This design comes from an exercise in tuning for small area and a short achievable clock period on the open sky130 flow, not from production work.
Function was checked by simulation only, so behaviour that the tests miss may differ from the original.

## flow/design.v (module list and top-level ports; edited modules follow where they fit)
// module tv80s: 120 lines
// module tv80_core: 1539 lines
// module tv80_mcode: 2190 lines
// module tv80_alu: 356 lines
// module tv80_reg: 41 lines
module tv80s ( 
  m1_n, mreq_n, iorq_n, rd_n, wr_n, rfsh_n, halt_n, busak_n, A, dout, 
  reset_n, clk, wait_n, int_n, nmi_n, busrq_n, di
  );
  // ...
==> flow/flow/run.sh <==
#!/bin/bash
# The standard layout (standard.sh: the standard flow's synthesis, floorplan, placement,
# CTS, routing), with two changes to how the resizer may work:
#  - MATCH_CELL_FOOTPRINT=0 lets repair_timing swap a cell for any
#    equivalent cell of another footprint when it upsizes;
#  - the ports are buffered with buf_2 cells instead of delay buffers.
# make's full output goes to make.log here; ORFS keeps each step's log
# under orfs/logs/.
set -uo pipefail
bash standard.sh MATCH_CELL_FOOTPRINT=0 "BUFFER_PORTS_ARGS=-buffer_cell sky130_fd_sc_hd__buf_2" finish > make.log 2>&1
status=$?
tail -20 make.log
exit $status
==> flow/standard.sh <==
#!/bin/bash
# synth_recipe.tcl (not shown) runs the flow's synth.tcl, then flattens the netlist and writes it again
# the make line also repeats each setting of config.mk as NAME=value (left out here)
make -C /OpenROAD-flow-scripts/flow DESIGN_CONFIG=/design/flow/config.mk WORK_HOME=/design/flow/orfs CLKGATE_MAP_FILE= SYNTH_SCRIPT=/design/flow/synth_recipe.tcl "${@:-finish}"
==> flow/config.mk <==
export PLATFORM = sky130hd
export DESIGN_NAME = tv80s
export DESIGN_NICKNAME = tv80s
export VERILOG_FILES = /design/flow/design.v
export SDC_FILE = /design/flow/constraint.sdc
export NUM_CORES = 4
export LEC_CHECK = 0
export CAP_MARGIN = 20
export CORE_MARGIN = 2
export CORE_UTILIZATION = 40
export SETUP_SLACK_MARGIN = 5.0
export SLEW_MARGIN = 20
==> flow/constraint.sdc <==
create_clock -name core_clock -period 10.5 [get_ports {clk}]
set_input_delay 2.1000 -clock core_clock [delete_from_list [all_inputs] [get_ports {clk}]]
set_output_delay 2.1000 -clock core_clock [all_outputs]
set_load 0.01 [all_outputs]
==> metrics.log, run 1 <==
INFO  metric area_dominant_class = multi-input combinational cells
INFO  metric period_minus_slack = 5.498 ns
INFO  metric clock_insertion_delay_worst_skew = 0.68 ns
INFO  metric critical-path-max-stage-delay = 0.86 ns
INFO  metric outcome = complete, no violations
INFO  metric clk_pin_slew = 0.06 ns
INFO  metric simple_gate_fraction_of_synth_area = 0.1929
INFO  metric synth_largest_area_cell = sky130_fd_sc_hd__edfxtp_1
INFO  metric synthArstFlopShare = 0.4658
INFO  metric place_congestion = 1.068
INFO  metric crit_slowest_cell = sky130_fd_sc_hd__or4_1
INFO  metric grt_start_max_net_pins = 87
INFO  metric mostFrequentLayoutCell = sky130_fd_sc_hd__nand2_1
INFO  metric sh_seq_area = 0.3069
INFO  metric tightest_slew = 1.208 ns
INFO  metric globalRoute.totalOverflow = 0
INFO  metric post_route_cells_drive_above_1_share = 0.1274
INFO  metric die_x = 303.2 um
INFO  metric post_drt_wl_per_cell = 34.38 um
INFO  metric final_cells = 5409
INFO  metric dominantRegCellSynth = sky130_fd_sc_hd__edfxtp_1
INFO  metric number_of_global_route_vias_before_repair = 35.79k
INFO  metric synth_fa_ha_area_frac = 0.03292
INFO  metric edff_count_synth = 234
INFO  metric main_combinational_cell_family_by_area_after_synthesis = compound AO/OA/AOI/OAI gates
INFO  metric remaining_drc_errors = 0
INFO  metric start_util = 0.4045
==> module tv80_core, before the edit <==
module tv80_core ( 
  m1_n, iorq, no_read, write, rfsh_n, halt_n, busak_n, A, dout, mc,
  ts, intcycle_n, IntE, stop,
  reset_n, clk, cen, wait_n, int_n, nmi_n, busrq_n, dinst, di
  );
  parameter Mode = 1;    
  parameter IOWait = 1;  
  parameter Flag_C = 0;
  parameter Flag_N = 1;
  parameter Flag_P = 2;
  parameter Flag_X = 3;
  parameter Flag_H = 4;
  parameter Flag_Y = 5;
  parameter Flag_Z = 6;
  parameter Flag_S = 7;
  input     reset_n;            
  input     clk;                
  input     cen;                
  input     wait_n;             
  input     int_n;              
  input     nmi_n;              
  input     busrq_n;            
  output    m1_n;               
  output    iorq;               
  output    no_read;            
  output    write;              
  output    rfsh_n;             
  output    halt_n;             
  output    busak_n;            
  output [15:0] A; 
  input [7:0]   dinst;  
  input [7:0]   di;     
  output [7:0]  dout;     
  output [6:0]  mc;     
  output [6:0]  ts;     
  output        intcycle_n;     
  output        IntE;           
  output        stop;           
  reg    m1_n;          
  reg    iorq; 
  reg    halt_n;                
  reg    busak_n;               
  reg [15:0] A; 
  reg [7:0]  dout;        
  reg [6:0]  mc;        
  reg [6:0]  ts;        
  reg   intcycle_n;     
  reg   IntE;           
  reg   stop;           
  parameter     aNone    = 3'b111;
  parameter     aBC      = 3'b000;
  parameter     aDE      = 3'b001;
  parameter     aXY      = 3'b010;
  parameter     aIOA     = 3'b100;
  parameter     aSP      = 3'b101;
  parameter     aZI      = 3'b110;
  reg [7:0]     ACC, F;
  reg [7:0]     Ap, Fp;
  reg [7:0]     I;
  reg [15:0]    SP, PC;
  reg [7:0]     RegDIH;
  reg [7:0]     RegDIL;
  wire [15:0]   RegBusA;
  wire [15:0]   RegBusB;
  wire [15:0]   RegBusC;
  reg [2:0]     RegAddrA_r;
  reg [2:0]     RegAddrA;
  reg [2:0]     RegAddrB_r;
  reg [2:0]     RegAddrB;
  reg [2:0]     RegAddrC;
  reg           RegWEH;
  reg           RegWEL;
  reg           Alternate;
  reg [15:0]    TmpAddr;         
  reg [7:0]     IR;              
  reg [1:0]     ISet;            
  reg [15:0]    RegBusA_r;
  reg [15:0]    ID16;
  reg [7:0]     Save_Mux;
  reg [6:0]     tstate;
  reg [6:0]     mcycle;
  reg           last_mcycle, last_tstate;
  reg           IntE_FF1;
  reg           IntE_FF2;
  reg           Halt_FF;
  reg           BusReq_s;
  reg           BusAck;
  reg           ClkEn;
  reg           NMI_s;
  reg           INT_s;
  reg [1:0]     IStatus;
  reg [7:0]     DI_Reg;
  reg           T_Res;
  reg [1:0]     XY_State;
  reg [2:0]     Pre_XY_F_M;
  reg           NextIs_XY_Fetch;
  reg           XY_Ind;
  reg           No_BTR;
  reg           BTR_r;
  reg           Auto_Wait;
  reg           Auto_Wait_t1;
  reg           Auto_Wait_t2;
  reg           IncDecZ;
  reg [7:0]     BusB;
  reg [7:0]     BusA;
  wire [7:0]    ALU_Q;
  wire [7:0]    F_Out;
  reg [4:0]     Read_To_Reg_r;
  reg           Arith16_r;
  reg           Z16_r;
  reg [3:0]     ALU_Op_r;
  reg           Save_ALU_r;
  reg           PreserveC_r;
  reg [2:0]     mcycles;
  wire [2:0]    mcycles_d;
  wire [2:0]    tstates;
  reg           IntCycle;
  reg           NMICycle;
  reg [7:0]     IR_d;
  reg [1:0]     ISet_d;
  reg [6:0]     mcycle_d;
  reg           NMICycle_d;
  reg           IntCycle_d;
  reg [7:0]     IR_d1;
  reg [1:0]     ISet_d1;
  reg [6:0]     mcycle_d1;
  reg           NMICycle_d1;
  reg           IntCycle_d1;
  wire          Inc_PC;
  wire          Inc_WZ;
  wire [3:0]    IncDec_16;
  wire [1:0]    Prefix;
  wire          Read_To_Acc;
  wire          Read_To_Reg;
  wire [3:0]     Set_BusB_To;
  wire [3:0]     Set_BusA_To;
  wire [3:0]     ALU_Op;
  wire           Save_ALU;
  wire           PreserveC;
  wire           Arith16;
  wire [2:0]     Set_Addr_To;
  wire           Jump;
  wire           JumpE;
  wire           JumpXY;
  wire           Call;
  wire           RstP;
  wire           LDZ;
  wire           LDW;
  wire           LDSPHL;
  wire           iorq_i;
  wire [2:0]     Special_LD;
  wire           ExchangeDH;
  wire           ExchangeRp;
  wire           ExchangeAF;
  wire           ExchangeRS;
  wire           I_DJNZ;
  wire           I_CPL;
  wire           I_CCF;
  wire           I_SCF;
  wire           I_RETN;
  wire           I_BT;
  wire           I_BC;
  wire           I_BTR;
  wire           I_RLD;
  wire           I_RRD;
  wire           I_INRC;
  wire           SetDI;
  wire           SetEI;
  wire [1:0]     IMode;
  wire           Halt;
  reg [15:0]     PC16;
  reg [15:0]     PC16_B;
  reg [15:0]     SP16, SP16_A, SP16_B;
  reg [15:0]     ID16_B;
  integer        id_i;
  reg            Oldnmi_n;
  wire [2:0] MCycles_nA;
  reg  [2:0] MCycles_qA;
  wire [2:0] TStates_nA;
  reg  [2:0] TStates_qA;
  wire [1:0] Prefix_nA;
  reg  [1:0] Prefix_qA;
  wire Inc_PC_nA;
  reg  Inc_PC_qA;
  wire Inc_WZ_nA;
  reg  Inc_WZ_qA;
  wire [3:0] IncDec_16_nA;
  reg  [3:0] IncDec_16_qA;
  wire Read_To_Acc_nA;
  reg  Read_To_Acc_qA;
  wire Read_To_Reg_nA;
  reg  Read_To_Reg_qA;
  wire [3:0] Set_BusB_To_nA;
  reg  [3:0] Set_BusB_To_qA;
  wire [3:0] Set_BusA_To_nA;
  reg  [3:0] Set_BusA_To_qA;
  wire [3:0] ALU_Op_nA;
  reg  [3:0] ALU_Op_qA;
  wire Save_ALU_nA;
  reg  Save_ALU_qA;
  wire PreserveC_nA;
  reg  PreserveC_qA;
  wire Arith16_nA;
  reg  Arith16_qA;
  wire [2:0] Set_Addr_To_nA;
  reg  [2:0] Set_Addr_To_qA;
  wire IORQ_nA;
  reg  IORQ_qA;
  wire Jump_nA;
  reg  Jump_qA;
  wire JumpE_nA;
  reg  JumpE_qA;
  wire JumpXY_nA;
  reg  JumpXY_qA;
  wire Call_nA;
  reg  Call_qA;
  wire RstP_nA;
  reg  RstP_qA;
  wire LDZ_nA;
  reg  LDZ_qA;
  wire LDW_nA;
  reg  LDW_qA;
  wire LDSPHL_nA;
  reg  LDSPHL_qA;
  wire [2:0] Special_LD_nA;
  reg  [2:0] Special_LD_qA;
  wire ExchangeDH_nA;
  reg  ExchangeDH_qA;
  wire ExchangeRp_nA;
  reg  ExchangeRp_qA;
  wire ExchangeAF_nA;
  reg  ExchangeAF_qA;
  wire ExchangeRS_nA;
  reg  ExchangeRS_qA;
  wire I_DJNZ_nA;
  reg  I_DJNZ_qA;
  wire I_CPL_nA;
  reg  I_CPL_qA;
  wire I_CCF_nA;
  reg  I_CCF_qA;
  wire I_SCF_nA;
  reg  I_SCF_qA;
  wire I_RETN_nA;
  reg  I_RETN_qA;
  wire I_BT_nA;
  reg  I_BT_qA;
  wire I_BC_nA;
  reg  I_BC_qA;
  wire I_BTR_nA;
  reg  I_BTR_qA;
  wire I_RLD_nA;
  reg  I_RLD_qA;
  wire I_RRD_nA;
  reg  I_RRD_qA;
  wire I_INRC_nA;
  reg  I_INRC_qA;
  wire SetDI_nA;
  reg  SetDI_qA;
  wire SetEI_nA;
  reg  SetEI_qA;
  wire [3:0] CCUse_nA;
  reg  [3:0] CCUse_qA;
  wire [1:0] IMode_nA;
  reg  [1:0] IMode_qA;
  wire Halt_nA;
  reg  Halt_qA;
  wire NoRead_nA;
  reg  NoRead_qA;
  wire Write_nA;
  reg  Write_qA;
  tv80_mcode #(Mode, Flag_C, Flag_N, Flag_P, Flag_X, Flag_H, Flag_Y, Flag_Z, Flag_S) i_mcode
    (
     .IR                   (IR_d1),
     .ISet                 (ISet_d1),
     .MCycle               (mcycle_d1),
     .CC                   (1'b0),
     .CC2                  (1'b0),
     .NMICycle             (NMICycle_d1),
     .IntCycle             (IntCycle_d1),
     .MCycles              (MCycles_nA),
     .TStates              (TStates_nA),
     .Prefix               (Prefix_nA),
     .Inc_PC               (Inc_PC_nA),
     .Inc_WZ               (Inc_WZ_nA),
     .IncDec_16            (IncDec_16_nA),
     .Read_To_Acc          (Read_To_Acc_nA),
     .Read_To_Reg          (Read_To_Reg_nA),
     .Set_BusB_To          (Set_BusB_To_nA),
     .Set_BusA_To          (Set_BusA_To_nA),
     .ALU_Op               (ALU_Op_nA),
     .Save_ALU             (Save_ALU_nA),
     .PreserveC            (PreserveC_nA),
     .Arith16              (Arith16_nA),
     .Set_Addr_To          (Set_Addr_To_nA),
     .IORQ                 (IORQ_nA),
     .Jump                 (Jump_nA),
     .JumpE                (JumpE_nA),
     .JumpXY               (JumpXY_nA),
     .Call                 (Call_nA),
     .RstP                 (RstP_nA),
     .LDZ                  (LDZ_nA),
     .LDW                  (LDW_nA),
     .LDSPHL               (LDSPHL_nA),
     .Special_LD           (Special_LD_nA),
     .ExchangeDH           (ExchangeDH_nA),
     .ExchangeRp           (ExchangeRp_nA),
     .ExchangeAF           (ExchangeAF_nA),
     .ExchangeRS           (ExchangeRS_nA),
     .I_DJNZ               (I_DJNZ_nA),
     .I_CPL                (I_CPL_nA),
     .I_CCF                (I_CCF_nA),
     .I_SCF                (I_SCF_nA),
     .I_RETN               (I_RETN_nA),
     .I_BT                 (I_BT_nA),
     .I_BC                 (I_BC_nA),
     .I_BTR                (I_BTR_nA),
     .I_RLD                (I_RLD_nA),
     .I_RRD                (I_RRD_nA),
     .I_INRC               (I_INRC_nA),
     .SetDI                (SetDI_nA),
     .SetEI                (SetEI_nA),
     .IMode                (IMode_nA),
     .Halt                 (Halt_nA),
     .NoRead               (NoRead_nA),
     .Write                (Write_nA),
     .CCUse                (CCUse_nA)
     );
  always @(posedge clk or negedge reset_n)
    begin
      if (reset_n == 1'b0)
        begin
          MCycles_qA <= #1 3'd1;
          TStates_qA <= #1 3'd4;
          Prefix_qA <= #1 2'd0;
          Inc_PC_qA <= #1 1'd0;
          Inc_WZ_qA <= #1 1'd0;
          IncDec_16_qA <= #1 4'd0;
          Read_To_Acc_qA <= #1 1'd0;
          Read_To_Reg_qA <= #1 1'd0;
          Set_BusB_To_qA <= #1 4'd0;
          Set_BusA_To_qA <= #1 4'd0;
          ALU_Op_qA <= #1 4'd0;
          Save_ALU_qA <= #1 1'd0;
          PreserveC_qA <= #1 1'd0;
          Arith16_qA <= #1 1'd0;
          Set_Addr_To_qA <= #1 3'd7;
          IORQ_qA <= #1 1'd0;
          Jump_qA <= #1 1'd0;
          JumpE_qA <= #1 1'd0;
          JumpXY_qA <= #1 1'd0;
          Call_qA <= #1 1'd0;
          RstP_qA <= #1 1'd0;
          LDZ_qA <= #1 1'd0;
          LDW_qA <= #1 1'd0;
          LDSPHL_qA <= #1 1'd0;
          Special_LD_qA <= #1 3'd0;
          ExchangeDH_qA <= #1 1'd0;
          ExchangeRp_qA <= #1 1'd0;
          ExchangeAF_qA <= #1 1'd0;
          ExchangeRS_qA <= #1 1'd0;
          I_DJNZ_qA <= #1 1'd0;
          I_CPL_qA <= #1 1'd0;
          I_CCF_qA <= #1 1'd0;
          I_SCF_qA <= #1 1'd0;
          I_RETN_qA <= #1 1'd0;
          I_BT_qA <= #1 1'd0;
          I_BC_qA <= #1 1'd0;
          I_BTR_qA <= #1 1'd0;
          I_RLD_qA <= #1 1'd0;
          I_RRD_qA <= #1 1'd0;
          I_INRC_qA <= #1 1'd0;
          SetDI_qA <= #1 1'd0;
          SetEI_qA <= #1 1'd0;
          IMode_qA <= #1 2'd3;
          Halt_qA <= #1 1'd0;
          NoRead_qA <= #1 1'd0;
          Write_qA <= #1 1'd0;
          CCUse_qA <= #1 4'd0;
        end
      else if (!(tstate[2] && wait_n == 1'b0))
        begin
          MCycles_qA <= #1 MCycles_nA;
          TStates_qA <= #1 TStates_nA;
          Prefix_qA <= #1 Prefix_nA;
          Inc_PC_qA <= #1 Inc_PC_nA;
          Inc_WZ_qA <= #1 Inc_WZ_nA;
          IncDec_16_qA <= #1 IncDec_16_nA;
          Read_To_Acc_qA <= #1 Read_To_Acc_nA;
          Read_To_Reg_qA <= #1 Read_To_Reg_nA;
          Set_BusB_To_qA <= #1 Set_BusB_To_nA;
          Set_BusA_To_qA <= #1 Set_BusA_To_nA;
          ALU_Op_qA <= #1 ALU_Op_nA;
          Save_ALU_qA <= #1 Save_ALU_nA;
          PreserveC_qA <= #1 PreserveC_nA;
          Arith16_qA <= #1 Arith16_nA;
          Set_Addr_To_qA <= #1 Set_Addr_To_nA;
          IORQ_qA <= #1 IORQ_nA;
          Jump_qA <= #1 Jump_nA;
          JumpE_qA <= #1 JumpE_nA;
          JumpXY_qA <= #1 JumpXY_nA;
          Call_qA <= #1 Call_nA;
          RstP_qA <= #1 RstP_nA;
          LDZ_qA <= #1 LDZ_nA;
          LDW_qA <= #1 LDW_nA;
          LDSPHL_qA <= #1 LDSPHL_nA;
          Special_LD_qA <= #1 Special_LD_nA;
          ExchangeDH_qA <= #1 ExchangeDH_nA;
          ExchangeRp_qA <= #1 ExchangeRp_nA;
          ExchangeAF_qA <= #1 ExchangeAF_nA;
          ExchangeRS_qA <= #1 ExchangeRS_nA;
          I_DJNZ_qA <= #1 I_DJNZ_nA;
          I_CPL_qA <= #1 I_CPL_nA;
          I_CCF_qA <= #1 I_CCF_nA;
          I_SCF_qA <= #1 I_SCF_nA;
          I_RETN_qA <= #1 I_RETN_nA;
          I_BT_qA <= #1 I_BT_nA;
          I_BC_qA <= #1 I_BC_nA;
          I_BTR_qA <= #1 I_BTR_nA;
          I_RLD_qA <= #1 I_RLD_nA;
          I_RRD_qA <= #1 I_RRD_nA;
          I_INRC_qA <= #1 I_INRC_nA;
          SetDI_qA <= #1 SetDI_nA;
          SetEI_qA <= #1 SetEI_nA;
          IMode_qA <= #1 IMode_nA;
          Halt_qA <= #1 Halt_nA;
          NoRead_qA <= #1 NoRead_nA;
          Write_qA <= #1 Write_nA;
          CCUse_qA <= #1 CCUse_nA;
        end
    end
  reg [7:0] cc_sel;
  always @(posedge clk or negedge reset_n)
    begin
      if (reset_n == 1'b0)
        cc_sel <= #1 8'b00000001;
      else
        case ({ IR_d[7] & IR_d[5], IR_d[4:3] })
          3'd0 : cc_sel <= #1 8'b00000001;
          3'd1 : cc_sel <= #1 8'b00000010;
          3'd2 : cc_sel <= #1 8'b00000100;
          3'd3 : cc_sel <= #1 8'b00001000;
          3'd4 : cc_sel <= #1 8'b00010000;
          3'd5 : cc_sel <= #1 8'b00100000;
          3'd6 : cc_sel <= #1 8'b01000000;
          default : cc_sel <= #1 8'b10000000;
        endcase
    end
  wire cc_true = |(cc_sel & { F[7], ~F[7], F[2], ~F[2], F[0], ~F[0], F[6], ~F[6] });
  wire cc_jp   = CCUse_qA[0] & cc_true;    
  wire cc_jr   = CCUse_qA[1] & cc_true;    
  wire cc_call = CCUse_qA[2] & cc_true;    
  wire cc_ret  = CCUse_qA[3] & cc_true;    
  assign Jump        = Jump_qA | cc_jp;
  assign mcycles_d   = cc_call ? 3'b101 : (cc_jr | cc_ret) ? 3'b011 : MCycles_qA;
  assign IncDec_16   = cc_call ? 4'b1111 : IncDec_16_qA;
  assign Set_Addr_To = (cc_call | cc_ret) ? aSP : Set_Addr_To_qA;
  assign tstates     = cc_call ? 3'b100 : TStates_qA;
  assign Set_BusB_To = cc_call ? 4'b1101 : Set_BusB_To_qA;
  assign Prefix = Prefix_qA;
  assign Inc_PC = Inc_PC_qA;
  assign Inc_WZ = Inc_WZ_qA;
  assign Read_To_Acc = Read_To_Acc_qA;
  assign Read_To_Reg = Read_To_Reg_qA;
  assign Set_BusA_To = Set_BusA_To_qA;
  assign ALU_Op = ALU_Op_qA;
  assign Save_ALU = Save_ALU_qA;
  assign PreserveC = PreserveC_qA;
  assign Arith16 = Arith16_qA;
  assign iorq_i = IORQ_qA;
  assign JumpE = JumpE_qA;
  assign JumpXY = JumpXY_qA;
  assign Call = Call_qA;
  assign RstP = RstP_qA;
  assign LDZ = LDZ_qA;
  assign LDW = LDW_qA;
  assign LDSPHL = LDSPHL_qA;
  assign Special_LD = Special_LD_qA;
  assign ExchangeDH = ExchangeDH_qA;
  assign ExchangeRp = ExchangeRp_qA;
  assign ExchangeAF = ExchangeAF_qA;
  assign ExchangeRS = ExchangeRS_qA;
  assign I_DJNZ = I_DJNZ_qA;
  assign I_CPL = I_CPL_qA;
  assign I_CCF = I_CCF_qA;
  assign I_SCF = I_SCF_qA;
  assign I_RETN = I_RETN_qA;
  assign I_BT = I_BT_qA;
  assign I_BC = I_BC_qA;
  assign I_BTR = I_BTR_qA;
  assign I_RLD = I_RLD_qA;
  assign I_RRD = I_RRD_qA;
  assign I_INRC = I_INRC_qA;
  assign SetDI = SetDI_qA;
  assign SetEI = SetEI_qA;
  assign IMode = IMode_qA;
  assign Halt = Halt_qA;
  assign no_read = NoRead_qA;
  assign write = Write_qA;
  tv80_alu #(Mode, Flag_C, Flag_N, Flag_P, Flag_X, Flag_H, Flag_Y, Flag_Z, Flag_S) i_alu
    (
     .Arith16              (Arith16_r),
     .Z16                  (Z16_r),
     .ALU_Op               (ALU_Op_r),
     .IR                   (IR[5:0]),
     .ISet                 (ISet),
     .BusA                 (BusA),
     .BusB                 (BusB),
     .F_In                 (F),
     .Q                    (ALU_Q),
     .F_Out                (F_Out)
     );
  function is_cc_true;
    input [7:0] FF;
    input [2:0] cc;
    begin
      case (cc)
        3'b000  : is_cc_true = FF[6] == 1'b0;  
        3'b001  : is_cc_true = FF[6] == 1'b1;  
        3'b010  : is_cc_true = FF[0] == 1'b0;  
        3'b011  : is_cc_true = FF[0] == 1'b1;  
        3'b100  : is_cc_true = FF[2] == 1'b0;  
        3'b101  : is_cc_true = FF[2] == 1'b1;  
        3'b110  : is_cc_true = FF[7] == 1'b0;  
        3'b111  : is_cc_true = FF[7] == 1'b1;  
      endcase
    end
  endfunction  
  function [6:0] number_to_bitvec;
    input [2:0] num;
    begin
      case (num)
        1 : number_to_bitvec = 7'b0000001;
        2 : number_to_bitvec = 7'b0000010;
        3 : number_to_bitvec = 7'b0000100;
        4 : number_to_bitvec = 7'b0001000;
        5 : number_to_bitvec = 7'b0010000;
        6 : number_to_bitvec = 7'b0100000;
        7 : number_to_bitvec = 7'b1000000;
        default : number_to_bitvec = 7'bx;
      endcase  
    end
  endfunction  
  function [2:0] mcyc_to_number;
    input [6:0] mcyc;
    begin
      casez (mcyc)
        7'b1zzzzzz : mcyc_to_number = 3'h7;
        7'b01zzzzz : mcyc_to_number = 3'h6;
        7'b001zzzz : mcyc_to_number = 3'h5;
        7'b0001zzz : mcyc_to_number = 3'h4;
        7'b00001zz : mcyc_to_number = 3'h3;
        7'b000001z : mcyc_to_number = 3'h2;
        7'b0000001 : mcyc_to_number = 3'h1;
        default : mcyc_to_number = 3'h1;
      endcase
    end
  endfunction
  always @( mcycle or mcycles or tstate or tstates)
    begin
      case (mcycles)
        1 : last_mcycle = mcycle[0];
        2 : last_mcycle = mcycle[1];
        3 : last_mcycle = mcycle[2];
        4 : last_mcycle = mcycle[3];
        5 : last_mcycle = mcycle[4];
        6 : last_mcycle = mcycle[5];
        7 : last_mcycle = mcycle[6];
        default : last_mcycle = 1'bx;
      endcase  
      case (tstates)
        0 : last_tstate = tstate[0];
        1 : last_tstate = tstate[1];
        2 : last_tstate = tstate[2];
        3 : last_tstate = tstate[3];
        4 : last_tstate = tstate[4];
        5 : last_tstate = tstate[5];
        6 : last_tstate = tstate[6];
        default : last_tstate = 1'bx;
      endcase
    end  
  always @( ALU_Q or BusAck or BusB or DI_Reg
	   or ExchangeRp or IR or Save_ALU_r or Set_Addr_To or XY_Ind
	   or XY_State or cen or last_tstate or mcycle)
    begin
      ClkEn = cen && ~ BusAck;
      if (last_tstate)
        T_Res = 1'b1;
      else T_Res = 1'b0;
      if (XY_State != 2'b00 && XY_Ind == 1'b0 &&
          ((Set_Addr_To == aXY) ||
           (mcycle[0] && IR == 8'b11001011) ||
           (mcycle[0] && IR == 8'b00110110)))
        NextIs_XY_Fetch = 1'b1;
      else 
        NextIs_XY_Fetch = 1'b0;
      if (ExchangeRp)
        Save_Mux = BusB;
      else if (!Save_ALU_r)
        Save_Mux = DI_Reg;
      else
        Save_Mux = ALU_Q;
    end  
  always @ (posedge clk or negedge reset_n)
    begin
      if (reset_n == 1'b0 ) 
        begin
          PC <= #1 0;   
          A <= #1 0;
          TmpAddr <= #1 0;
          XY_State <= #1 2'b00;
          IStatus <= #1 2'b00;
          mcycles <= #1 3'b000;
          Alternate <= #1 1'b0;
          Read_To_Reg_r <= #1 5'b00000;
          Arith16_r <= #1 1'b0;
          BTR_r <= #1 1'b0;
          Z16_r <= #1 1'b0;
          ALU_Op_r <= #1 4'b0000;
          Save_ALU_r <= #1 1'b0;
          PreserveC_r <= #1 1'b0;
          XY_Ind <= #1 1'b0;
        end 
      else 
        begin
          if (ClkEn == 1'b1 ) 
            begin
              ALU_Op_r <= #1 4'b0000;
              Save_ALU_r <= #1 1'b0;
              Read_To_Reg_r <= #1 5'b00000;
              mcycles <= #1 mcycles_d;
              if (IMode != 2'b11 ) 
                begin
                  IStatus <= #1 IMode;
                end
              Arith16_r <= #1 Arith16;
              PreserveC_r <= #1 PreserveC;
              if (ISet == 2'b10 && ALU_Op[2] == 1'b0 && ALU_Op[0] == 1'b1 && mcycle[2] ) 
                begin
                  Z16_r <= #1 1'b1;
                end 
              else 
                begin
                  Z16_r <= #1 1'b0;
                end
              if (mcycle[0] && (tstate[1] | tstate[2] | tstate[3] )) 
                begin
                  if (tstate[2] && wait_n == 1'b1 ) 
                    begin
                      if (Jump == 1'b0 && Call == 1'b0 && NMICycle == 1'b0 && IntCycle == 1'b0 && ~ (Halt_FF == 1'b1 || Halt == 1'b1) ) 
                        begin
                          PC <= #1 PC16;
                        end
                      if (IntCycle == 1'b1 && IStatus == 2'b01 ) 
                        begin
                        end 
                      else if (Halt_FF == 1'b1 || (IntCycle == 1'b1 && IStatus == 2'b10) || NMICycle == 1'b1 ) 
                        begin
			  TmpAddr[7:0] <= #1 dinst;  
                        end 
                      if (Prefix != 2'b00 ) 
                        begin
                          if (Prefix == 2'b11 ) 
                            begin
                              if (IR[5] == 1'b1 ) 
                                begin
                                  XY_State <= #1 2'b10;
                                end 
                              else 
                                begin
                                  XY_State <= #1 2'b01;
                                end
                            end 
                          else 
                            begin
                              if (Prefix == 2'b10 ) 
                                begin
                                  XY_State <= #1 2'b00;
                                  XY_Ind <= #1 1'b0;
                                end
                            end
                        end 
                      else 
                        begin
                          XY_State <= #1 2'b00;
                          XY_Ind <= #1 1'b0;
                        end
                    end  
                end 
              else 
                begin
                  if (mcycle[5] ) 
                    begin
                      XY_Ind <= #1 1'b1;
                    end
                  if (T_Res == 1'b1 ) 
                    begin
                      BTR_r <= #1 (I_BT || I_BC || I_BTR) && ~ No_BTR;
                      if (Jump == 1'b1 ) 
                        begin
                          A[15:8] <= #1 DI_Reg;
                          A[7:0] <= #1 TmpAddr[7:0];
                          PC[15:8] <= #1 DI_Reg;
                          PC[7:0] <= #1 TmpAddr[7:0];
                        end 
                      else if (JumpXY == 1'b1 ) 
                        begin
                          A <= #1 RegBusC;
                          PC <= #1 RegBusC;
                        end else if (Call == 1'b1 || RstP == 1'b1 ) 
                          begin
                            A <= #1 TmpAddr;
                            PC <= #1 TmpAddr;
                          end 
                        else if (last_mcycle && NMICycle == 1'b1 ) 
                          begin
                            A <= #1 16'b0000000001100110;
                            PC <= #1 16'b0000000001100110;
                          end 
                        else if (mcycle[2] && IntCycle == 1'b1 && IStatus == 2'b10 ) 
                          begin
                            A[15:8] <= #1 I;
                            A[7:0] <= #1 TmpAddr[7:0];
                            PC[15:8] <= #1 I;
                            PC[7:0] <= #1 TmpAddr[7:0];
                          end 
                        else 
                          begin
                            case (Set_Addr_To)
                              aXY :
                                begin
                                  if (XY_State == 2'b00 ) 
                                    begin
                                      A <= #1 RegBusC;
                                    end 
                                  else 
                                    begin
                                      if (NextIs_XY_Fetch == 1'b1 )
                                        begin
                                          A <= #1 PC;
                                        end 
                                      else 
                                        begin
                                          A <= #1 TmpAddr;
                                        end
                                    end  
                                end  
                              aIOA :
                                begin
                                  if (Mode == 3 ) 
                                    begin
                                      A[15:8] <= #1 8'hFF;
                                    end 
                                  else if (Mode == 2 ) 
                                    begin
                                      A[15:8] <= #1 DI_Reg;
                                    end 
                                  else 
                                    begin
                                      A[15:8] <= #1 ACC;
                                    end
                                  A[7:0] <= #1 DI_Reg;
                                end  
                              aSP :
                                begin
                                  A <= #1 SP;
                                end
                              aBC :
                                begin
                                  if (Mode == 3 && iorq_i == 1'b1 ) 
                                    begin
                                      A[15:8] <= #1 8'hFF;
                                      A[7:0] <= #1 RegBusC[7:0];
                                    end 
                                  else 
                                    begin
                                      A <= #1 RegBusC;
                                    end
                                end  
                              aDE :
                                begin
                                  A <= #1 RegBusC;
                                end
                              aZI :
                                begin                                  
                                  if (Inc_WZ == 1'b1 ) 
                                    begin
                                      A <= #1 TmpAddr + 1;
                                    end 
                                  else 
                                    begin
                                      A[15:8] <= #1 DI_Reg;
                                      A[7:0] <= #1 TmpAddr[7:0];
                                    end
                                end  
                              default   :
                                begin                                    
                                  A <= #1 PC;
                                end
                            endcase  
                          end  
                      Save_ALU_r <= #1 Save_ALU;
                      ALU_Op_r <= #1 ALU_Op;
                      if (I_CPL == 1'b1 ) 
                        begin
                          ACC <= #1 ~ ACC;
                          F[Flag_Y] <= #1 ~ ACC[5];
                          F[Flag_H] <= #1 1'b1;
                          F[Flag_X] <= #1 ~ ACC[3];
                          F[Flag_N] <= #1 1'b1;
                        end
                      if (I_CCF == 1'b1 ) 
                        begin
                          F[Flag_C] <= #1 ~ F[Flag_C];
                          F[Flag_Y] <= #1 ACC[5];
                          F[Flag_H] <= #1 F[Flag_C];
                          F[Flag_X] <= #1 ACC[3];
                          F[Flag_N] <= #1 1'b0;
                        end
                      if (I_SCF == 1'b1 ) 
                        begin
                          F[Flag_C] <= #1 1'b1;
                          F[Flag_Y] <= #1 ACC[5];
                          F[Flag_H] <= #1 1'b0;
                          F[Flag_X] <= #1 ACC[3];
                          F[Flag_N] <= #1 1'b0;
                        end
                    end  
                  if (tstate[2] && wait_n == 1'b1 ) 
                    begin
                      if (JumpE == 1'b1 ) 
                        begin
                          PC <= #1 PC16;
                        end 
                      else if (Inc_PC == 1'b1 ) 
                        begin
                          PC <= #1 PC16;
                        end
                      if (BTR_r == 1'b1 ) 
                        begin
                          PC <= #1 PC16;
                        end
                      if (RstP == 1'b1 ) 
                        begin
                          TmpAddr <= #1 { 10'h0, IR[5:3], 3'h0 };
                        end
                    end
                  if (tstate[3] && mcycle[5] ) 
                    begin
                      TmpAddr <= #1 SP16;
                    end
                  if ((tstate[2] && wait_n == 1'b1) || (tstate[4] && mcycle[0]) ) 
                    begin
                      if (IncDec_16[2:0] == 3'b111 ) 
                        begin
                          SP <= #1 SP16;
                        end
                    end
                  if (LDSPHL == 1'b1 ) 
                    begin
                      SP <= #1 RegBusC;
                    end
                  if (ExchangeAF == 1'b1 ) 
                    begin
                      Ap <= #1 ACC;
                      ACC <= #1 Ap;
                      Fp <= #1 F;
                      F <= #1 Fp;
                    end
                  if (ExchangeRS == 1'b1 ) 
                    begin
                      Alternate <= #1 ~ Alternate;
                    end
                end  
              if (tstate[3] ) 
                begin
                  if (LDZ == 1'b1 ) 
                    begin
                      TmpAddr[7:0] <= #1 DI_Reg;
                    end
                  if (LDW == 1'b1 ) 
                    begin
                      TmpAddr[15:8] <= #1 DI_Reg;
                    end
                  if (Special_LD[2] == 1'b1 ) 
                    begin
                      case (Special_LD[1:0])
                        2'b00 :
                          begin
                            ACC <= #1 I;
                            F[Flag_P] <= #1 IntE_FF2;
			    F[Flag_Z] <= (I == 0);
			    F[Flag_S] <= I[7];
			    F[Flag_H] <= 0;
			    F[Flag_N] <= 0; 
                          end
                        2'b01 :
                          begin
                            ACC <= #1 0;
                            F[Flag_P] <= #1 IntE_FF2;
			    F[Flag_Z] <= (I == 0);
			    F[Flag_S] <= I[7];
			    F[Flag_H] <= 0;
			    F[Flag_N] <= 0; 
                          end
                        2'b10 :
                          I <= #1 ACC;
                        default : ;
                      endcase
                    end
                end  
              if ((I_DJNZ == 1'b0 && Save_ALU_r == 1'b1) || ALU_Op_r == 4'b1001 ) 
                begin
                  if (Mode == 3 ) 
                    begin
                      F[6] <= #1 F_Out[6];
                      F[5] <= #1 F_Out[5];
                      F[7] <= #1 F_Out[7];
                      if (PreserveC_r == 1'b0 ) 
                        begin
                          F[4] <= #1 F_Out[4];
                        end
                    end 
                  else 
                    begin
                      F[7:1] <= #1 F_Out[7:1];
                      if (PreserveC_r == 1'b0 ) 
                        begin
                          F[Flag_C] <= #1 F_Out[0];
                        end
                    end
                end  
              if (T_Res == 1'b1 && I_INRC == 1'b1 ) 
                begin
                  F[Flag_H] <= #1 1'b0;
                  F[Flag_N] <= #1 1'b0;
                  if (DI_Reg[7:0] == 8'b00000000 ) 
                    begin
                      F[Flag_Z] <= #1 1'b1;
                    end 
                  else 
                    begin
                      F[Flag_Z] <= #1 1'b0;
                    end
                  F[Flag_S] <= #1 DI_Reg[7];
                  F[Flag_P] <= #1 ~ (^DI_Reg[7:0]);
                end  
              if (tstate[1] && Auto_Wait_t1 == 1'b0 ) 
                begin
                  dout <= #1 BusB;
                  if (I_RLD == 1'b1 ) 
                    begin
                      dout[3:0] <= #1 BusA[3:0];
                      dout[7:4] <= #1 BusB[3:0];
                    end
                  if (I_RRD == 1'b1 ) 
                    begin
                      dout[3:0] <= #1 BusB[7:4];
                      dout[7:4] <= #1 BusA[3:0];
                    end
                end
              if (T_Res == 1'b1 ) 
                begin
                  Read_To_Reg_r[3:0] <= #1 Set_BusA_To;
                  Read_To_Reg_r[4] <= #1 Read_To_Reg;
                  if (Read_To_Acc == 1'b1 ) 
                    begin
                      Read_To_Reg_r[3:0] <= #1 4'b0111;
                      Read_To_Reg_r[4] <= #1 1'b1;
                    end
                end
              if (tstate[1] && I_BT == 1'b1 ) 
                begin
                  F[Flag_X] <= #1 ALU_Q[3];
                  F[Flag_Y] <= #1 ALU_Q[1];
                  F[Flag_H] <= #1 1'b0;
                  F[Flag_N] <= #1 1'b0;
                end
              if (I_BC == 1'b1 || I_BT == 1'b1 ) 
                begin
                  F[Flag_P] <= #1 IncDecZ;
                end
              if ((tstate[1] && Save_ALU_r == 1'b0 && Auto_Wait_t1 == 1'b0) ||
                  (Save_ALU_r == 1'b1 && ALU_Op_r != 4'b0111) ) 
                begin
                  case (Read_To_Reg_r)
                    5'b10111 :
                      ACC <= #1 Save_Mux;
                    5'b10110 :
                      dout <= #1 Save_Mux;
                    5'b11000 :
                      SP[7:0] <= #1 Save_Mux;
                    5'b11001 :
                      SP[15:8] <= #1 Save_Mux;
                    5'b11011 :
                      F <= #1 Save_Mux;
                    default : ;
                  endcase
                end  
            end  
        end  
    end
  always @ (posedge clk)
    begin
      if (ClkEn == 1'b1 ) 
        begin
          RegAddrA_r <= #1  { Alternate, Set_BusA_To[2:1] };
          if (XY_Ind == 1'b0 && XY_State != 2'b00 && Set_BusA_To[2:1] == 2'b10 ) 
            begin
              RegAddrA_r <= #1 { XY_State[1],  2'b11 };
            end
          RegAddrB_r <= #1 { Alternate, Set_BusB_To[2:1] };
          if (XY_Ind == 1'b0 && XY_State != 2'b00 && Set_BusB_To[2:1] == 2'b10 ) 
            begin
              RegAddrB_r <= #1 { XY_State[1],  2'b11 };
            end
          RegAddrC <= #1 { Alternate,  Set_Addr_To[1:0] };
          if ((JumpXY == 1'b1 || LDSPHL == 1'b1) ) 
            begin
              RegAddrC <= #1 { Alternate, 2'b10 };
            end
          if (((JumpXY == 1'b1 || LDSPHL == 1'b1) && XY_State != 2'b00) || (mcycle[5]) ) 
            begin
              RegAddrC <= #1 { XY_State[1],  2'b11 };
            end
          if (I_DJNZ == 1'b1 && Save_ALU_r == 1'b1 && Mode < 2 ) 
            begin
              IncDecZ <= #1 F_Out[Flag_Z];
            end
          if ((tstate[2] || (tstate[3] && mcycle[0])) && IncDec_16[2:0] == 3'b100 ) 
            begin
              if (RegBusA == (IncDec_16[3] ? 16'h0001 : 16'hFFFF)) 
                begin
                  IncDecZ <= #1 1'b0;
                end 
              else 
                begin
                  IncDecZ <= #1 1'b1;
                end
            end
          RegBusA_r <= #1 RegBusA;
        end
    end  
  always @(*)
    begin
      if ((tstate[2] || (tstate[3] && mcycle[0] && IncDec_16_qA[2] == 1'b1)) && XY_State == 2'b00)
        RegAddrA = { Alternate, IncDec_16_qA[1:0] };
      else if ((tstate[2] || (tstate[3] && mcycle[0] && IncDec_16_qA[2] == 1'b1)) && IncDec_16_qA[1:0] == 2'b10)
        RegAddrA = { XY_State[1], 2'b11 };
      else if (ExchangeDH == 1'b1 && tstate[3])
        RegAddrA = { Alternate, 2'b10 };
      else if (ExchangeDH == 1'b1 && tstate[4])
        RegAddrA = { Alternate, 2'b01 };
      else
        RegAddrA = RegAddrA_r;
      if (ExchangeDH == 1'b1 && tstate[3])
        RegAddrB = { Alternate, 2'b01 };
      else
        RegAddrB = RegAddrB_r;
    end  
  always @( ALU_Op_r or Auto_Wait_t1 or ExchangeDH
	   or IncDec_16 or Read_To_Reg_r or Save_ALU_r or mcycle
	   or tstate or wait_n)
    begin
      RegWEH = 1'b0;
      RegWEL = 1'b0;
      if ((tstate[1] && ~Save_ALU_r && ~Auto_Wait_t1) ||
          (Save_ALU_r && (ALU_Op_r != 4'b0111)) ) 
        begin
          case (Read_To_Reg_r)
            5'b10000 , 5'b10001 , 5'b10010 , 5'b10011 , 5'b10100 , 5'b10101 :
              begin
                RegWEH = ~ Read_To_Reg_r[0];
                RegWEL = Read_To_Reg_r[0];
              end  
            default : ;
          endcase  
        end  
      if (ExchangeDH && (tstate[3] || tstate[4]) ) 
        begin
          RegWEH = 1'b1;
          RegWEL = 1'b1;
        end
      if (IncDec_16[2] && ((tstate[2] && wait_n && ~mcycle[0]) || (tstate[3] && mcycle[0])) ) 
        begin
          case (IncDec_16[1:0])
            2'b00 , 2'b01 , 2'b10 :
              begin
                RegWEH = 1'b1;
                RegWEL = 1'b1;
              end  
            default : ;
          endcase
        end
    end  
  always @( ExchangeDH or ID16 or IncDec_16 or RegBusA_r
	   or RegBusB or Save_Mux or mcycle or tstate)
    begin
      RegDIH = Save_Mux;
      RegDIL = Save_Mux;
      if (ExchangeDH == 1'b1 && tstate[3] ) 
        begin
          RegDIH = RegBusB[15:8];
          RegDIL = RegBusB[7:0];
        end
      else if (ExchangeDH == 1'b1 && tstate[4] ) 
        begin
          RegDIH = RegBusA_r[15:8];
          RegDIL = RegBusA_r[7:0];
        end
      else if (IncDec_16[2] == 1'b1 && ((tstate[2] && ~mcycle[0]) || (tstate[3] && mcycle[0])) ) 
        begin
          RegDIH = ID16[15:8];
          RegDIL = ID16[7:0];
        end
    end
  tv80_reg i_reg
    (
     .clk                  (clk),
     .CEN                  (ClkEn),
     .WEH                  (RegWEH),
     .WEL                  (RegWEL),
     .AddrA                (RegAddrA),
     .AddrB                (RegAddrB),
     .AddrC                (RegAddrC),
     .DIH                  (RegDIH),
     .DIL                  (RegDIL),
     .DOAH                 (RegBusA[15:8]),
     .DOAL                 (RegBusA[7:0]),
     .DOBH                 (RegBusB[15:8]),
     .DOBL                 (RegBusB[7:0]),
     .DOCH                 (RegBusC[15:8]),
     .DOCL                 (RegBusC[7:0])
     );
  always @ (posedge clk)
    begin
      if (ClkEn == 1'b1 ) 
        begin
          case (Set_BusB_To)
            4'b0111 :
              BusB <= #1 ACC;
            4'b0000 , 4'b0001 , 4'b0010 , 4'b0011 , 4'b0100 , 4'b0101 :
              begin
                if (Set_BusB_To[0] == 1'b1 ) 
                  begin
                    BusB <= #1 RegBusB[7:0];
                  end 
                else 
                  begin
                    BusB <= #1 RegBusB[15:8];
                  end
              end
            4'b0110 :
              BusB <= #1 DI_Reg;
            4'b1000 :
              BusB <= #1 SP[7:0];
            4'b1001 :
              BusB <= #1 SP[15:8];
            4'b1010 :
              BusB <= #1 8'b00000001;
            4'b1011 :
              BusB <= #1 F;
            4'b1100 :
              BusB <= #1 PC[7:0];
            4'b1101 :
              BusB <= #1 PC[15:8];
            4'b1110 :
              BusB <= #1 8'b00000000;
            default :
              BusB <= #1 8'h0;
          endcase
          case (Set_BusA_To)
            4'b0111 :
              BusA <= #1 ACC;
            4'b0000 , 4'b0001 , 4'b0010 , 4'b0011 , 4'b0100 , 4'b0101 :
              begin
                if (Set_BusA_To[0] == 1'b1 )
                  begin
                    BusA <= #1 RegBusA[7:0];
                  end 
                else 
                  begin
                    BusA <= #1 RegBusA[15:8];
                  end
              end
            4'b0110 :
              BusA <= #1 DI_Reg;
            4'b1000 :
              BusA <= #1 SP[7:0];
            4'b1001 :
              BusA <= #1 SP[15:8];
            4'b1010 :
              BusA <= #1 8'b00000000;
            default :
              BusA <= #1  8'h0;
          endcase
        end
    end
  assign rfsh_n = 1'b1;
  always @( BusAck or Halt_FF or I_DJNZ or IntCycle
	   or IntE_FF1 or di or iorq_i or mcycle or tstate)
    begin
      mc = mcycle;
      ts = tstate;
      DI_Reg = di;
      halt_n = ~ Halt_FF;
      busak_n = ~ BusAck;
      intcycle_n = ~ IntCycle;
      IntE = IntE_FF1;
      iorq = iorq_i;
      stop = I_DJNZ;
    end
  always @ (posedge clk or negedge reset_n)
    begin : sync_inputs
      if (~reset_n) 
        begin
          BusReq_s <= #1 1'b0;
          INT_s <= #1 1'b0;
          NMI_s <= #1 1'b0;
          Oldnmi_n <= #1 1'b0;
        end 
      else
        begin
          if (cen == 1'b1 ) 
            begin
              BusReq_s <= #1 ~ busrq_n;
              INT_s <= #1 ~ int_n;
              if (NMICycle == 1'b1 ) 
                begin
                  NMI_s <= #1 1'b0;
                end 
              else if (nmi_n == 1'b0 && Oldnmi_n == 1'b1 ) 
                begin
                  NMI_s <= #1 1'b1;
                end
              Oldnmi_n <= #1 nmi_n;
            end
        end
    end
  always @ (posedge clk or negedge reset_n)
    begin
      if (reset_n == 1'b0 ) 
        begin
          tstate <= #1 7'b0000001;
          Pre_XY_F_M <= #1 3'b000;
          Halt_FF <= #1 1'b0;
          BusAck <= #1 1'b0;
          IntE_FF1 <= #1 1'b0;
          IntE_FF2 <= #1 1'b0;
          No_BTR <= #1 1'b0;
          Auto_Wait_t1 <= #1 1'b0;
          Auto_Wait_t2 <= #1 1'b0;
          m1_n <= #1 1'b1;
        end 
      else
        begin
          if (cen == 1'b1 ) 
            begin
              if (T_Res == 1'b1 ) 
                begin
                  Auto_Wait_t1 <= #1 1'b0;
                end 
              else 
                begin
		  Auto_Wait_t1 <= #1 Auto_Wait || (iorq_i & ~Auto_Wait_t2);
                end
              Auto_Wait_t2 <= #1 Auto_Wait_t1 & !T_Res;
              No_BTR <= #1 (I_BT && (~ IR[4] || ~ F[Flag_P])) ||
                        (I_BC && (~ IR[4] || F[Flag_Z] || ~ F[Flag_P])) ||
                        (I_BTR && (~ IR[4] || F[Flag_Z]));
              if (tstate[2] ) 
                begin
                  if (SetEI == 1'b1 ) 
                    begin
                      if (!NMICycle)
                        IntE_FF1 <= #1 1'b1;
                      IntE_FF2 <= #1 1'b1;
                    end
                  if (I_RETN == 1'b1 ) 
                    begin
                      IntE_FF1 <= #1 IntE_FF2;
                    end
                end
              if (tstate[3] ) 
                begin
                  if (SetDI == 1'b1 ) 
                    begin
                      IntE_FF1 <= #1 1'b0;
                      IntE_FF2 <= #1 1'b0;
                    end
                end
              if (IntCycle == 1'b1 || NMICycle == 1'b1 ) 
                begin
                  Halt_FF <= #1 1'b0;
                end
              if (mcycle[0] && tstate[2] && wait_n == 1'b1 ) 
                begin
                  m1_n <= #1 1'b1;
                end
              if (BusReq_s == 1'b1 && BusAck == 1'b1 ) 
                begin
                end 
              else 
                begin
                  BusAck <= #1 1'b0;
                  if (tstate[2] && wait_n == 1'b0 ) 
                    begin
                    end 
                  else if (T_Res == 1'b1 ) 
                    begin
                      if (Halt == 1'b1 ) 
                        begin
                          Halt_FF <= #1 1'b1;
                        end
                      if (BusReq_s == 1'b1 ) 
                        begin
                          BusAck <= #1 1'b1;
                        end 
                      else 
                        begin
                          tstate <= #1 7'b0000010;
                          if (NextIs_XY_Fetch == 1'b1 ) 
                            begin
                              Pre_XY_F_M <= #1 mcyc_to_number(mcycle);
                              if (IR == 8'b00110110 && Mode == 0 ) 
                                begin
                                  Pre_XY_F_M <= #1 3'b010;
                                end
                            end 
                          else if ((mcycle[6]) || (mcycle[5] && Mode == 1 && ISet != 2'b01) ) 
                            begin
                            end 
                          else if ((last_mcycle) ||
                                   No_BTR == 1'b1 ||
                                   (mcycle[1] && I_DJNZ == 1'b1 && IncDecZ == 1'b1) ) 
                            begin
                              m1_n <= #1 1'b0;
                              if (NMI_s == 1'b1 && Prefix == 2'b00 ) 
                                begin
                                  IntE_FF1 <= #1 1'b0;
                                end 
                              else if ((IntE_FF1 == 1'b1 && INT_s == 1'b1) && Prefix == 2'b00 && SetEI == 1'b0 ) 
                                begin
                                  IntE_FF1 <= #1 1'b0;
                                  IntE_FF2 <= #1 1'b0;
                                end
                            end 
                          else 
                            begin
                            end
                        end
                    end 
                  else 
                    begin    
                      if ( ~(Auto_Wait == 1'b1 && Auto_Wait_t2 == 1'b0) &&
                           ~(IOWait == 1 && iorq_i == 1'b1 && Auto_Wait_t1 == 1'b0) ) 
                        begin
                          tstate <= #1 { tstate[5:0], tstate[6] };
                        end
                    end
                end
              if (tstate[0]) 
                begin
                  m1_n <= #1 1'b0;
                end
            end
        end
    end
  always @(*)
    begin
      IR_d = IR;
      ISet_d = ISet;
        begin
          if (mcycle[0] && (tstate[1] | tstate[2] | tstate[3]))
            begin
              if (tstate[2] && wait_n == 1'b1)
                begin
                  if (IntCycle == 1'b1 && IStatus == 2'b01)
                    IR_d = 8'b11111111;
                  else if (Halt_FF == 1'b1 || (IntCycle == 1'b1 && IStatus == 2'b10) || NMICycle == 1'b1)
                    IR_d = 8'b00000000;
                  else
                    IR_d = dinst;
                  ISet_d = 2'b00;
                  if (Prefix != 2'b00 && Prefix != 2'b11)
                    ISet_d = Prefix;
                end
            end
          else
            begin
              if (mcycle[5] && Prefix == 2'b01)
                ISet_d = 2'b01;
              if (tstate[2] && wait_n == 1'b1 && ISet == 2'b01 && mcycle[6])
                IR_d = dinst;
            end
        end
      mcycle_d = mcycle;
      NMICycle_d = NMICycle;
      IntCycle_d = IntCycle;
      if (cen == 1'b1 && !(BusReq_s == 1'b1 && BusAck == 1'b1) &&
          !(tstate[2] && wait_n == 1'b0) && T_Res == 1'b1 && BusReq_s == 1'b0)
        begin
          if (NextIs_XY_Fetch == 1'b1)
            mcycle_d = 7'b0100000;
          else if ((mcycle[6]) || (mcycle[5] && Mode == 1 && ISet != 2'b01))
            mcycle_d = number_to_bitvec(Pre_XY_F_M + 1);
          else if ((last_mcycle) ||
                   No_BTR == 1'b1 ||
                   (mcycle[1] && I_DJNZ == 1'b1 && IncDecZ == 1'b1))
            begin
              mcycle_d = 7'b0000001;
              IntCycle_d = 1'b0;
              NMICycle_d = 1'b0;
              if (NMI_s == 1'b1 && Prefix == 2'b00)
                NMICycle_d = 1'b1;
              else if ((IntE_FF1 == 1'b1 && INT_s == 1'b1) && Prefix == 2'b00 && SetEI == 1'b0)
                IntCycle_d = 1'b1;
            end
          else
            mcycle_d = { mcycle[5:0], mcycle[6] };
        end
    end
  always @(*)
    begin
      IR_d1 = IR;
      ISet_d1 = ISet;
        begin
          if (mcycle[0] && (tstate[1] | tstate[2] | tstate[3]))
            begin
              if (tstate[2] && 1'b1)
                begin
                  if (IntCycle == 1'b1 && IStatus == 2'b01)
                    IR_d1 = 8'b11111111;
                  else if (Halt_FF == 1'b1 || (IntCycle == 1'b1 && IStatus == 2'b10) || NMICycle == 1'b1)
                    IR_d1 = 8'b00000000;
                  else
                    IR_d1 = dinst;
                  ISet_d1 = 2'b00;
                  if (Prefix != 2'b00 && Prefix != 2'b11)
                    ISet_d1 = Prefix;
                end
            end
          else
            begin
              if (mcycle[5] && Prefix == 2'b01)
                ISet_d1 = 2'b01;
              if (tstate[2] && 1'b1 && ISet == 2'b01 && mcycle[6])
                IR_d1 = dinst;
            end
        end
      mcycle_d1 = mcycle;
      NMICycle_d1 = NMICycle;
      IntCycle_d1 = IntCycle;
      if (cen == 1'b1 && !(BusReq_s == 1'b1 && BusAck == 1'b1) &&
          T_Res == 1'b1 && BusReq_s == 1'b0)
        begin
          if (NextIs_XY_Fetch == 1'b1)
            mcycle_d1 = 7'b0100000;
          else if ((mcycle[6]) || (mcycle[5] && Mode == 1 && ISet != 2'b01))
            mcycle_d1 = number_to_bitvec(Pre_XY_F_M + 1);
          else if ((last_mcycle) ||
                   No_BTR == 1'b1 ||
                   (mcycle[1] && I_DJNZ == 1'b1 && IncDecZ == 1'b1))
            begin
              mcycle_d1 = 7'b0000001;
              IntCycle_d1 = 1'b0;
              NMICycle_d1 = 1'b0;
              if (NMI_s == 1'b1 && Prefix == 2'b00)
                NMICycle_d1 = 1'b1;
              else if ((IntE_FF1 == 1'b1 && INT_s == 1'b1) && Prefix == 2'b00 && SetEI == 1'b0)
                IntCycle_d1 = 1'b1;
            end
          else
            mcycle_d1 = { mcycle[5:0], mcycle[6] };
        end
    end
  always @(posedge clk or negedge reset_n)
    begin
      if (reset_n == 1'b0)
        begin
          IR <= #1 8'b00000000;
          ISet <= #1 2'b00;
          mcycle <= #1 7'b0000001;
          NMICycle <= #1 1'b0;
          IntCycle <= #1 1'b0;
        end
      else
        begin
          IR <= #1 IR_d;
          ISet <= #1 ISet_d;
          mcycle <= #1 mcycle_d;
          NMICycle <= #1 NMICycle_d;
          IntCycle <= #1 IntCycle_d;
        end
    end
  always @(*)
    begin
      if (JumpE == 1'b1 ) 
        begin
          PC16_B = { {8{DI_Reg[7]}}, DI_Reg };
        end 
      else if (BTR_r == 1'b1 ) 
        begin
          PC16_B = -2;
        end
      else
        begin
          PC16_B = 1;
        end
      if (tstate[3])
        begin
          SP16_A = RegBusC;
          SP16_B = { {8{DI_Reg[7]}}, DI_Reg };
        end
      else
        begin
          SP16_A = SP;
          if (IncDec_16_qA[3] == 1'b1 || CCUse_qA[2] == 1'b1)
            SP16_B = -1;
          else
            SP16_B = 1;
        end
      ID16_B = IncDec_16[3] ? ~RegBusA : RegBusA;
      for (id_i = 0; id_i < 16; id_i = id_i + 1)
        ID16[id_i] = RegBusA[id_i] ^ ((ID16_B & ((16'h1 << id_i) - 16'h1)) == ((16'h1 << id_i) - 16'h1));
      PC16 = PC + PC16_B;
      SP16 = SP16_A + SP16_B;
    end  
  always @( IntCycle or NMICycle or mcycle)
    begin
      Auto_Wait = 1'b0;
      if (IntCycle == 1'b1 || NMICycle == 1'b1 ) 
        begin
          if (mcycle[0] ) 
            begin
              Auto_Wait = 1'b1;
            end
        end
    end  
endmodule  
==> inputs of run 2 (changes only) <==
--- a/flow/design.v
+++ b/flow/design.v
@@ -291,5 +291,6 @@
   reg [15:0]     PC16;
   reg [15:0]     PC16_B;
-  reg [15:0]     SP16, SP16_A, SP16_B;
+  reg [15:0]     SP16, SP16_A, SP16_B, XY16;
+  reg [8:0]      XY16_lo;
   reg [15:0]     ID16_B;
   integer        id_i;
@@ -967,5 +968,5 @@
                   if (tstate[3] && mcycle[5] ) 
                     begin
-                      TmpAddr <= #1 SP16;
+                      TmpAddr <= #1 XY16;
                     end
                   if ((tstate[2] && wait_n == 1'b1) || (tstate[4] && mcycle[0]) ) 
@@ -1627,17 +1628,9 @@
           PC16_B = 1;
         end
-      if (tstate[3])
-        begin
-          SP16_A = RegBusC;
-          SP16_B = { {8{DI_Reg[7]}}, DI_Reg };
-        end
+      SP16_A = SP;
+      if (IncDec_16_qA[3] == 1'b1 || CCUse_qA[2] == 1'b1)
+        SP16_B = -1;
       else
-        begin
-          SP16_A = SP;
-          if (IncDec_16_qA[3] == 1'b1 || CCUse_qA[2] == 1'b1)
-            SP16_B = -1;
-          else
-            SP16_B = 1;
-        end
+        SP16_B = 1;
       ID16_B = IncDec_16[3] ? ~RegBusA : RegBusA;
       for (id_i = 0; id_i < 16; id_i = id_i + 1)
@@ -1645,4 +1638,10 @@
       PC16 = PC + PC16_B;
       SP16 = SP16_A + SP16_B;
+      XY16_lo = { 1'b0, RegBusC[7:0] } + { 1'b0, DI_Reg };
+      case ({ XY16_lo[8], DI_Reg[7] })
+        2'b10 : XY16 = { RegBusC[15:8] + 8'd1, XY16_lo[7:0] };
+        2'b01 : XY16 = { RegBusC[15:8] - 8'd1, XY16_lo[7:0] };
+        default : XY16 = { RegBusC[15:8], XY16_lo[7:0] };
+      endcase
     end  
   always @( IntCycle or NMICycle or mcycle)
==> flow/flow/run.sh (replaced) <==
#!/bin/bash
set -uo pipefail
bash standard.sh MATCH_CELL_FOOTPRINT=0 SETUP_SLACK_MARGIN=6.0 "BUFFER_PORTS_ARGS=-buffer_cell sky130_fd_sc_hd__buf_2" finish > make.log 2>&1
status=$?
tail -20 make.log
exit $status
==> metrics.log, run 2 <==
INFO  metric globalRouteMet2Util = 0.5502
INFO  metric die_area = 0.09319 sq mm
INFO  metric cts_tree = done
INFO  metric synth_common_cells = sky130_fd_sc_hd__nand2_1, sky130_fd_sc_hd__nor2_1, sky130_fd_sc_hd__a21oi_1, sky130_fd_sc_hd__o21ai_0, sky130_fd_sc_hd__edfxtp_1
INFO  metric number_of_global_route_vias_before_repair = 37.74k (+5.5%)
INFO  metric synth.top_cell.area_share = 0.1935
INFO  metric ys_seq_elements = 438
INFO  metric synthArstFlopShare = 0.4658 (unchanged)
INFO  metric crit-reg2reg-capture = i_tv80_core.F[2]
INFO  metric totalNegativeSetupSlack = 0 ns
INFO  metric rrSetupSlack = 5.53 ns
INFO  metric synth_sequential_area_ratio = 0.3347
INFO  metric cts_num_sinks = 438
INFO  metric design.final.nets = 4622
INFO  metric max_freq = 0.2013 GHz
INFO  metric number_of_detailed_routing_iterations_run_before_antenna_repair = 16
INFO  metric timing.hold.worst.start = i_tv80_core.A[7]
INFO  metric timing_max_transition_violations_final = 0
INFO  metric htree_levels = 2
INFO  metric edff_count_synth = 234 (unchanged)
INFO  metric clk_root_buffer_cell = sky130_fd_sc_hd__clkbuf_16
INFO  metric path_max_fanout = 2
INFO  metric synthesis.area_per_instance = 8.418 sq um
INFO  metric post-synth-top-count-cell = sky130_fd_sc_hd__nand2_1
INFO  metric cts_buffer_depth = 3
INFO  metric timing.setup.critical_path_class = reg -> reg
INFO  metric global_route.usage.met1 = 0.4729
INFO  metric critical_path.endpoint_type = flip-flop
INFO  metric min_path_cells = 2
INFO  metric ys.warnings.count = 5
INFO  metric grt_use_met3 = 0.1400
INFO  metric areaGrowthSynthToFinish = 23.86%
INFO  metric final-setup-viol-count = 0
INFO  metric grt_busiest_layer = met2
INFO  metric start_util = 0.4034 (-0.001111)
INFO  metric clock_insertion_delay_worst_skew = 0.66 ns (-0.02 ns)
INFO  metric period_minus_slack = 4.967 ns (-0.5302 ns)
INFO  metric tightest_slew = 1.196 ns (-0.01212 ns)
INFO  metric viasPerCell = 7.224
INFO  metric fillers = 8402
INFO  metric timing.rr.start = i_tv80_core.ALU_Op_r[0]
INFO  metric worst_r2r_path_depth = 22
INFO  metric grt_first_pass_wirelength = 263.4 mm
INFO  metric ys_types = 121
INFO  metric clk_pin_slew = 0.06 ns (about the same)
INFO  metric worstHoldEndpoint = i_tv80_core.A[7]
INFO  metric pin_count = 46
INFO  metric grt_antenna_before_repair = 5
INFO  metric outcome = complete, no violations
INFO  metric ctsHoldBuffers = 0
INFO  metric dieHeight = 305.3 um
INFO  metric mostFrequentLayoutCell = sky130_fd_sc_hd__nand2_1
INFO  metric synth.cell_area = 0.03631 sq mm
INFO  metric drt_first_iter_violations = 8178
INFO  metric post_drt_wl_per_cell = 32.98 um (-4.1%)
INFO  metric critical_path_arrival = 5.41 ns
INFO  metric post_route_cells_drive_above_1_share = 0.2411 (+0.1138)
INFO  metric grt.total_usage = 0.3793
INFO  metric startpoint_type_of_the_worst_setup_path = flip-flop
INFO  metric grt_start_max_net_pins = 66 (-24%)
INFO  metric remaining_drc_errors = 0 (unchanged)
INFO  metric place_congestion = 1.141 (+6.8%)
INFO  metric netlist_top_cells_area = sky130_fd_sc_hd__edfxtp_1, sky130_fd_sc_hd__dfrtp_1, sky130_fd_sc_hd__nand2_1, sky130_fd_sc_hd__nor2_1, sky130_fd_sc_hd__a21oi_1
INFO  metric dominantRegCellSynth = sky130_fd_sc_hd__edfxtp_1
INFO  metric largestRegisters = i_tv80_core.i_reg.RegsH: 64 flops, i_tv80_core.i_reg.RegsL: 64 flops
INFO  metric detail-route-antenna-nets = 0
INFO  metric final.period_utilization = 0.4731
INFO  metric mostFrequentLayoutCells = sky130_fd_sc_hd__nand2_1, sky130_fd_sc_hd__nor2_1, sky130_fd_sc_hd__buf_4
INFO  metric i_o_buffers = 44
INFO  metric synthesis.nets = 4433
INFO  metric finalWirelength = 188.7 mm
INFO  metric synth_cells = 4313
INFO  metric route.vias.total = 41.33k
INFO  metric dpl.hpwl = 126.5 mm
INFO  metric core = 0.09001 sq mm
INFO  metric core.rowCount = 110
INFO  metric grt_setup_unrepaired = true
INFO  metric worst_hold_path_type = reg -> reg
INFO  metric worst_clock_skew = 0.04129 ns
INFO  metric post-route-util = 0.4996
INFO  metric globalRoute.totalOverflow = 0 (unchanged)
INFO  metric drv.max_cap_violation_count = 0
INFO  metric finalHoldViolCount = 0
INFO  metric worst_ep_required_time = 10.94 ns
INFO  metric timing.slew.headroom = 0.1964
INFO  metric tritoncts.num_buffers = 53
INFO  metric die_x = 305.3 um (+0.70%)
INFO  metric synth_largest_area_cell = sky130_fd_sc_hd__edfxtp_1
run 2: cell count changes after synthesis, sizes merged, moves of 14 or more:
cell / change
nor2: +48
a21oi: -34
o21ai: +25
nand4: +24
nand3: -23
or3: -23
nand2: +22
buf: +21
clkbuf: -21
nor3: -18
and3: -17
o211ai: -16
ha: +14
run 2: cell type report:
type                       count  area, sq um  share of cell area
multi-input combinational   3452        24900              0.5538
clock buffer                  70         1421             0.03161
inverter                      91        364.1            0.008097
timing repair buffer         466         4383             0.09747
tap                         1176         1471             0.03272
clock inverter                28        257.7            0.005732
antenna                        1        2.502          0.00005565
sequential                   438        12160              0.2705
run 2: cells by family (layout without fill, tap and decap cells):
| logic type | Yosys count | count (layout) | synth area share |
|---|---|---|---|
| DFF | 438 | 438 | 0.3347 |
| and+or+nand+nor | 1529 | 1533 | 0.1944 |
| xor gates and xnor gates | 114 | 114 | 0.02750 |
| other | 1 | 2 | 0.0001033 |
| muxes | 212 | 212 | 0.07971 |
| adders and majority gates | 106 | 106 | 0.03839 |
| buffers and inverters | 428 | 655 | 0.04859 |
| AOI/OAI and AO/OA | 1485 | 1486 | 0.2766 |
run 2: timing repair:
item	CTS	global route
endpoints found under the setup margin	222	181
cloned	13	10
pin swaps	99	157
buffers inserted	145	141
gates resized for setup	273	281
run 2: critical path, cell delays in order, from the launching register on:
cell and delay, ns:
sky130_fd_sc_hd__dfrtp_2 0.42, sky130_fd_sc_hd__buf_12 0.13, sky130_fd_sc_hd__nand2_4 0.06, sky130_fd_sc_hd__nor2_2 0.04, sky130_fd_sc_hd__xnor2_1 0.13, sky130_fd_sc_hd__fa_2 0.39, sky130_fd_sc_hd__fa_2 0.36, sky130_fd_sc_hd__a21o_1 0.16
sky130_fd_sc_hd__a21o_1 0.17, sky130_fd_sc_hd__fa_2 0.34, sky130_fd_sc_hd__a21o_1 0.17, sky130_fd_sc_hd__a21o_1 0.18, sky130_fd_sc_hd__fa_1 0.48, sky130_fd_sc_hd__a22oi_2 0.27, sky130_fd_sc_hd__ha_2 0.33, sky130_fd_sc_hd__xnor2_2 0.14
sky130_fd_sc_hd__xnor2_1 0.20, sky130_fd_sc_hd__nor2_1 0.07, sky130_fd_sc_hd__a211oi_2 0.20, sky130_fd_sc_hd__a21oi_2 0.06, sky130_fd_sc_hd__o221ai_2 0.24, sky130_fd_sc_hd__a21oi_2 0.09, sky130_fd_sc_hd__o22ai_1 0.13
run 2: worst max path at each step:
stage / startpoint / endpoint / slack (ns) / cells past startpoint
global route: i_tv80_core.ALU_Op_r[0] / i_tv80_core.F[2] / 5.44 / 22
detailed placement: di[5] / i_tv80_core.Inc_PC_qA / 4.43 / 12
CTS: i_tv80_core.ALU_Op_r[1] / i_tv80_core.F[2] / 5.69 / 20
floorplan: i_tv80_core.ALU_Op_r[1] / i_tv80_core.F[2] / 5.58 / 23
global placement: di[6] / i_tv80_core.Inc_PC_qA / 4.45 / 13
finish: i_tv80_core.ALU_Op_r[0] / i_tv80_core.F[2] / 5.53 / 22
run 2: per-layer routing:
layer | part of all wire | vias up
met5 | 0.0015 | -
met4 | 0.091 | 10
met3 | 0.15 | 1213
met2 | 0.41 | 3643
met1 | 0.36 | 19610
li1 | - | 16860
run 2: metrics by stage:
stage	instance area [sq um]	cells	worst slack (ns)	hold WS [ns]
6_report	44970	5722	5.533	0.4753
5_1_grt	44970	5721	5.437	0.5154
4_1_cts	42350	5568	5.690	0.4801
3_5_place_dp	38000	5312	4.430	0.4643
3_3_place_gp	38000	5312	4.446	0.4610
2_1_floorplan	36930	4313	5.581	0.4206

-- separate check: timing with driven ports --
The results above use ideal ports. As a check the final layouts listed here were re-extracted and re-timed, cells and wires unchanged. Step 1: set_driving_cell puts a clkbuf_16 on clk and a buf_2 on each other input, an assumption about the parent block. Step 2 times the ports against the registers' clock, not the clock port: input delays grow and output delays shrink by t, the midpoint of the rising clock arrivals with the driver on. a / b / c = no drivers / after step 1 / after step 2; a / b = the first two.
run | t (ns) | slack for setup (ns) | worst hold slack (ns) | worst register clock-pin slew, ns | worst slew at a driven data input, ns
run 1 | 0.722 | 5.002 / 5.002 / 4.366 | 0.471 / 0.471 / 0.471 | 0.07 / 0.07 | 0.07
run 2 | 0.702 | 5.533 / 5.533 / 4.965 | 0.475 / 0.475 / 0.475 | 0.07 / 0.07 | 0.08
After both steps every run listed still meets setup and hold. For run 1, which loses most, drivers alone change the setup slack by 0.000 ns; drivers and shift together by -0.636 ns.
